Context: an optimization exercise on an open-source flow, tuned for small area and a short achievable clock period. The choices shown serve that exercise and are no tape-out recipe. Where RTL was checked, it was by simulation tests only, not by an equivalence proof against the original.

==> flow/design.v (excerpt) <==
module mul64_multi(input clk, input [63:0] A, B, output reg [127:0] Y, output done);
Settings: LEC_CHECK=0, CAP_MARGIN=20, CORE_MARGIN=2, CORE_UTILIZATION=50, SETUP_SLACK_MARGIN=5, SLEW_MARGIN=20, SYNTH_HIERARCHICAL=1; clock period 12.0 ns.
run.sh (not shown) runs the stock make flow with config.mk's settings and CLKGATE_MAP_FILE= SYNTH_SCRIPT=/design/flow/synth_recipe.tcl, a recipe that flattens the netlist after the stock synthesis.
The first run passed the timing, DRC and antenna checks.
Change:
==> flow/flow/run.sh (new file) <==
#!/bin/bash
set -euo pipefail
bash standard.sh SETUP_SLACK_MARGIN=8 finish > flow_make.log 2>&1
==> flow/standard.sh (new file) <==
#!/bin/bash
# synth_recipe.tcl (not shown) runs the flow's synth.tcl, then flattens the netlist and writes it again
# the make line also repeats each setting of config.mk as NAME=value (left out here)
make -C /OpenROAD-flow-scripts/flow DESIGN_CONFIG=/design/flow/config.mk WORK_HOME=/design/flow/orfs CLKGATE_MAP_FILE= SYNTH_SCRIPT=/design/flow/synth_recipe.tcl "${@:-finish}"
--- a/flow/config.mk
+++ b/flow/config.mk
@@ -9,5 +9,4 @@
 export CORE_MARGIN = 2
 export CORE_UTILIZATION = 50
-export SETUP_SLACK_MARGIN = 5
 export SLEW_MARGIN = 20
 export SYNTH_HIERARCHICAL = 1
removed: flow/run.sh
Design area rose by about a fifth.
Setup slack gains 800 ps.
Hold slack loses 3.7 ps.
No run of this note included a check of the RTL's function; only the layout flow was run.


mul64_multi, a different RTL version from the one above (not shown whole).
For scale: ~3600 cells after synthesis, about 290 flip-flops, ~260 I/O pins, about 36000 um2 of cells after synthesis.
clock: 12.0 ns
lec_check: 0
cap_margin: 20
core_margin: 2
core_utilization: 55
slew_margin: 20
synth_hierarchical: 1
standard.sh (not shown) runs the stock make flow with config.mk's settings and CLKGATE_MAP_FILE= SYNTH_SCRIPT=/design/flow/synth_recipe.tcl, a recipe that flattens the netlist after the stock synthesis.
==> flow/flow/run.sh <==
#!/bin/bash
set -euo pipefail
bash standard.sh SETUP_SLACK_MARGIN=7.5 finish > flow_make.log 2>&1
Next try:
==> flow/flow/run.sh (replaced) <==
#!/bin/bash
set -euo pipefail
bash standard.sh SETUP_SLACK_MARGIN=6.5 finish > flow_make.log 2>&1
Effect: The new run finished clean. Worst setup slack loses 160 ps. Final area goes down by 10%. Register-to-register slack loses 160 ps.


## build 68
Another version of the RTL of mul64_multi (not shown whole).
Size in the first run: ~290 flip-flops, ~260 I/O pins.
==> flow/design.v (excerpt) <==
module mul64_multi(input clk, input [63:0] A, B, output reg [127:0] Y, output done);
clock: 12.0 ns
lec_check: 0
cap_margin: 20
core_margin: 2
core_utilization: 70
cts_buf_list: sky130_fd_sc_hd__clkbuf_4 sky130_fd_sc_hd__clkbuf_8
slew_margin: 20
synth_hierarchical: 1
==> flow/flow/run.sh <==
#!/bin/bash
set -euo pipefail
bash standard.sh SETUP_SLACK_MARGIN=6.5 finish > flow_make.log 2>&1
For build 33, these inputs were changed with respect to build 68:
Settings: CTS_BUF_LIST removed (was sky130_fd_sc_hd__clkbuf_4 sky130_fd_sc_hd__clkbuf_8); CORE_UTILIZATION changed from 70 to 60.
==> flow/flow/run.sh <==
#!/bin/bash
set -euo pipefail
bash standard.sh SETUP_SLACK_MARGIN=6.0 finish > flow_make.log 2>&1
==> comparison <==
Build 33 has completed all stages; timing, DRC and antenna checks passed. Vias: build 33 below build 68. Per the comparison of build 33 with build 68, detailed placement HPWL +2.5%, clock network latency to the later pin of the worst-skew pair moved down.
### build 33 -> build 37
==> flow/flow/run.sh <==
#!/bin/bash
set -euo pipefail
bash standard.sh SETUP_SLACK_MARGIN=6.5 finish > flow_make.log 2>&1
--- outcome ---
Build 37 against build 33: non-clock buffer count has increased; via count has increased.
Input changes introduced in build 6 (baseline for comparison: build 37):
Settings: CORE_UTILIZATION: 60 -> 70.
==> flow/flow/run.sh <==
#!/bin/bash
set -euo pipefail
K=(SETUP_SLACK_MARGIN=6.8 "BUFFER_PORTS_ARGS=-buffer_cell sky130_fd_sc_hd__buf_1")
bash standard.sh "${K[@]}" synth > flow_synth.log 2>&1
N=orfs/results/sky130hd/mul64_multi/base/1_2_yosys.v
sed -i -E 's/sky130_fd_sc_hd__(a21oi|o21ai|o22ai|a22oi|mux2|xnor2|xor2|nor4|nand4|and2b|and2)_[2-8] /sky130_fd_sc_hd__\1_1 /g' $N
bash standard.sh "${K[@]}" finish > flow_make.log 2>&1
==> results.txt <==
Taking build 37 as the reference point, the average cell area after synthesis of build 6 falls by about 2.8%. Summary of build 6 over build 37: first-iteration DRC count grew by 1419; worst-case hold slack barely changed; setup slack went up. As far as max-slew violation count goes, build 6 and build 37 are indistinguishable; the numbers are identical. Cmp build 37 and build 6 / via count / higher: build 6.


Another version of the RTL of mul64_multi (not shown whole).
For scale: ~3400 cells after synthesis, about 260 I/O pins.
==> flow/design.v (excerpt) <==
module mul64_multi(input clk, input [63:0] A, B, output reg [127:0] Y, output done);
reg [63:0] A_r, B_r;
reg [4:0]  st;      
reg        Htop;    
wire changed = (A_r != A) | (B_r != B);
always @(posedge clk) begin
	A_r <= A;
	B_r <= B;
	if (changed)
		st <= 5'b00001;
	else
		st <= {st[3:0], 1'b0};
end
assign done = st[4];
wire [16:0] xnx = ({17{st[0]}} & B_r[32:16]) | ({17{st[1]}} & B_r[48:32]) |
                  ({17{st[2]}} & {1'b0, B_r[63:48]});
wire [24:0] cn0;
ctlnext uc0(.b(B[16:0]), .x(xnx), .chg(changed), .c(cn0));
reg  [24:0] ctl0;    
always @(posedge clk) begin
	ctl0 <= cn0;
end
wire [64:0] ax  = {1'b0, A_r};
wire [64:0] ax2 = {A_r, 1'b0};
wire [7:0] neg  = ctl0[23:16];
wire [7:0] nneg = ~neg;
wire b0 = ctl0[24];
wire [64:0] pp0;
assign pp0[64:0] = (({65{ctl0[0]}} & ax[64:0]) | ({65{ctl0[8]}} & ax2[64:0])) ^ {65{ctl0[16]}};
wire [64:0] pp1;
assign pp1[64:0] = (({65{ctl0[1]}} & ax[64:0]) | ({65{ctl0[9]}} & ax2[64:0])) ^ {65{ctl0[17]}};
wire [64:0] pp2;
assign pp2[64:0] = (({65{ctl0[2]}} & ax[64:0]) | ({65{ctl0[10]}} & ax2[64:0])) ^ {65{ctl0[18]}};
  ...
export LEC_CHECK = 0
export CAP_MARGIN = 20
export CORE_MARGIN = 2
export CORE_UTILIZATION = 70
export SLEW_MARGIN = 20
export SYNTH_HIERARCHICAL = 1
create_clock -name core_clock -period 12.0 [get_ports {clk}]
==> flow/flow/run.sh <==
#!/bin/bash
set -euo pipefail
K=(SETUP_SLACK_MARGIN=6.8 "BUFFER_PORTS_ARGS=-buffer_cell sky130_fd_sc_hd__buf_1")
bash standard.sh "${K[@]}" synth > flow_synth.log 2>&1
N=orfs/results/sky130hd/mul64_multi/base/1_2_yosys.v
sed -i -E 's/sky130_fd_sc_hd__(a21oi|o21ai|o22ai|a22oi|mux2|xnor2|xor2|nor4|nand4|and2b|and2)_[2-8] /sky130_fd_sc_hd__\1_1 /g' $N
bash standard.sh "${K[@]}" finish > flow_make.log 2>&1
Edit:
--- a/flow/flow/run.sh
+++ b/flow/flow/run.sh
@@ -1,5 +1,5 @@
 #!/bin/bash
 set -euo pipefail
-K=(SETUP_SLACK_MARGIN=6.8 "BUFFER_PORTS_ARGS=-buffer_cell sky130_fd_sc_hd__buf_1")
+K=(SETUP_SLACK_MARGIN=6.0 "BUFFER_PORTS_ARGS=-buffer_cell sky130_fd_sc_hd__buf_1")
 bash standard.sh "${K[@]}" synth > flow_synth.log 2>&1
 N=orfs/results/sky130hd/mul64_multi/base/1_2_yosys.v
Settings changed: CORE_UTILIZATION 70 to 65.
Result:
- The new run ran to the end with no violations
- non-clock buffer count is lower by 60
- via count shrinks by a few percent
- core utilization drops by 11 points
- first-iteration DRC count came out lower by about a fifth
- fmax shrinks by roughly a tenth
Edit:
--- a/flow/flow/run.sh
+++ b/flow/flow/run.sh
@@ -1,5 +1,5 @@
 #!/bin/bash
 set -euo pipefail
-K=(SETUP_SLACK_MARGIN=6.0 "BUFFER_PORTS_ARGS=-buffer_cell sky130_fd_sc_hd__buf_1")
+K=(SETUP_SLACK_MARGIN=6.4 "BUFFER_PORTS_ARGS=-buffer_cell sky130_fd_sc_hd__buf_1")
 bash standard.sh "${K[@]}" synth > flow_synth.log 2>&1
 N=orfs/results/sky130hd/mul64_multi/base/1_2_yosys.v
- The changed run went through all stages and came out clean
- worst setup slack improved by 0.35 ns
- via count rose by 2.3%
- utilization rose by 1.5 points
- flip-flop and latch count is unchanged
- design area rose by 2.1%
Edit:
--- a/flow/flow/run.sh
+++ b/flow/flow/run.sh
@@ -1,5 +1,5 @@
 #!/bin/bash
 set -euo pipefail
-K=(SETUP_SLACK_MARGIN=6.4 "BUFFER_PORTS_ARGS=-buffer_cell sky130_fd_sc_hd__buf_1")
+K=(SETUP_SLACK_MARGIN=6.6 "BUFFER_PORTS_ARGS=-buffer_cell sky130_fd_sc_hd__buf_1")
 bash standard.sh "${K[@]}" synth > flow_synth.log 2>&1
 N=orfs/results/sky130hd/mul64_multi/base/1_2_yosys.v
=> The changed run ran to the end with no violations. Area after synthesis is unchanged. Setup slack gets better by 0.21 ns. First-iteration DRC count came out higher by 3.0%. Utilization grows by 1.0 points.

-- separate check: timing with driven ports --
No port has a modelled driver above. Below, the same layouts with a new extraction and two added sets of constraints. Step 1 (the two cells are an assumption about what drives the block):
set clk [get_ports {clk}]
set_driving_cell -lib_cell sky130_fd_sc_hd__clkbuf_16 $clk
set_driving_cell -lib_cell sky130_fd_sc_hd__buf_2 [delete_from_list [all_inputs] $clk]
Step 2 times the ports against the registers' clock, not the clock port: input delays grow and output delays shrink by t, the midpoint of the rising clock arrivals with the driver on. Slacks: ideal / step 1 / step 2; pairs: ideal / step 1.
run	shift t [ns]	setup WS [ns]	worst hold slack (ns)
the first run of note 1	0.642	5.065 / 5.065 / 5.065	0.446 / 0.446 / 0.446
the second run of note 1	0.648	5.869 / 5.869 / 5.869	0.443 / 0.443 / 0.443
the first run of note 2	0.649	6.690 / 6.690 / 6.690	0.442 / 0.442 / 0.442
the second run of note 2	0.645	6.533 / 6.533 / 6.093	0.444 / 0.444 / 0.444
build 68	0.772	6.516 / 6.516 / 5.915	0.450 / 0.450 / 0.450
build 33	0.647	6.079 / 6.079 / 5.731	0.439 / 0.439 / 0.439
build 37	0.659	6.458 / 6.458 / 5.895	0.446 / 0.446 / 0.446
build 6	0.663	6.613 / 6.613 / 6.230	0.445 / 0.445 / 0.445
the first run of note 4	0.647	6.637 / 6.637 / 6.204	0.445 / 0.445 / 0.445
the second run of note 4	0.628	6.009 / 6.009 / 6.009	0.447 / 0.447 / 0.447
the third run of note 4	0.645	6.363 / 6.363 / 5.846	0.444 / 0.444 / 0.444
the fourth run of note 4	0.642	6.573 / 6.573 / 6.063	0.444 / 0.444 / 0.444
After both steps every run listed still meets setup and hold. The setup slack of build 68, which loses most, moves by 0.000 ns with the drivers and by -0.601 ns with both steps.
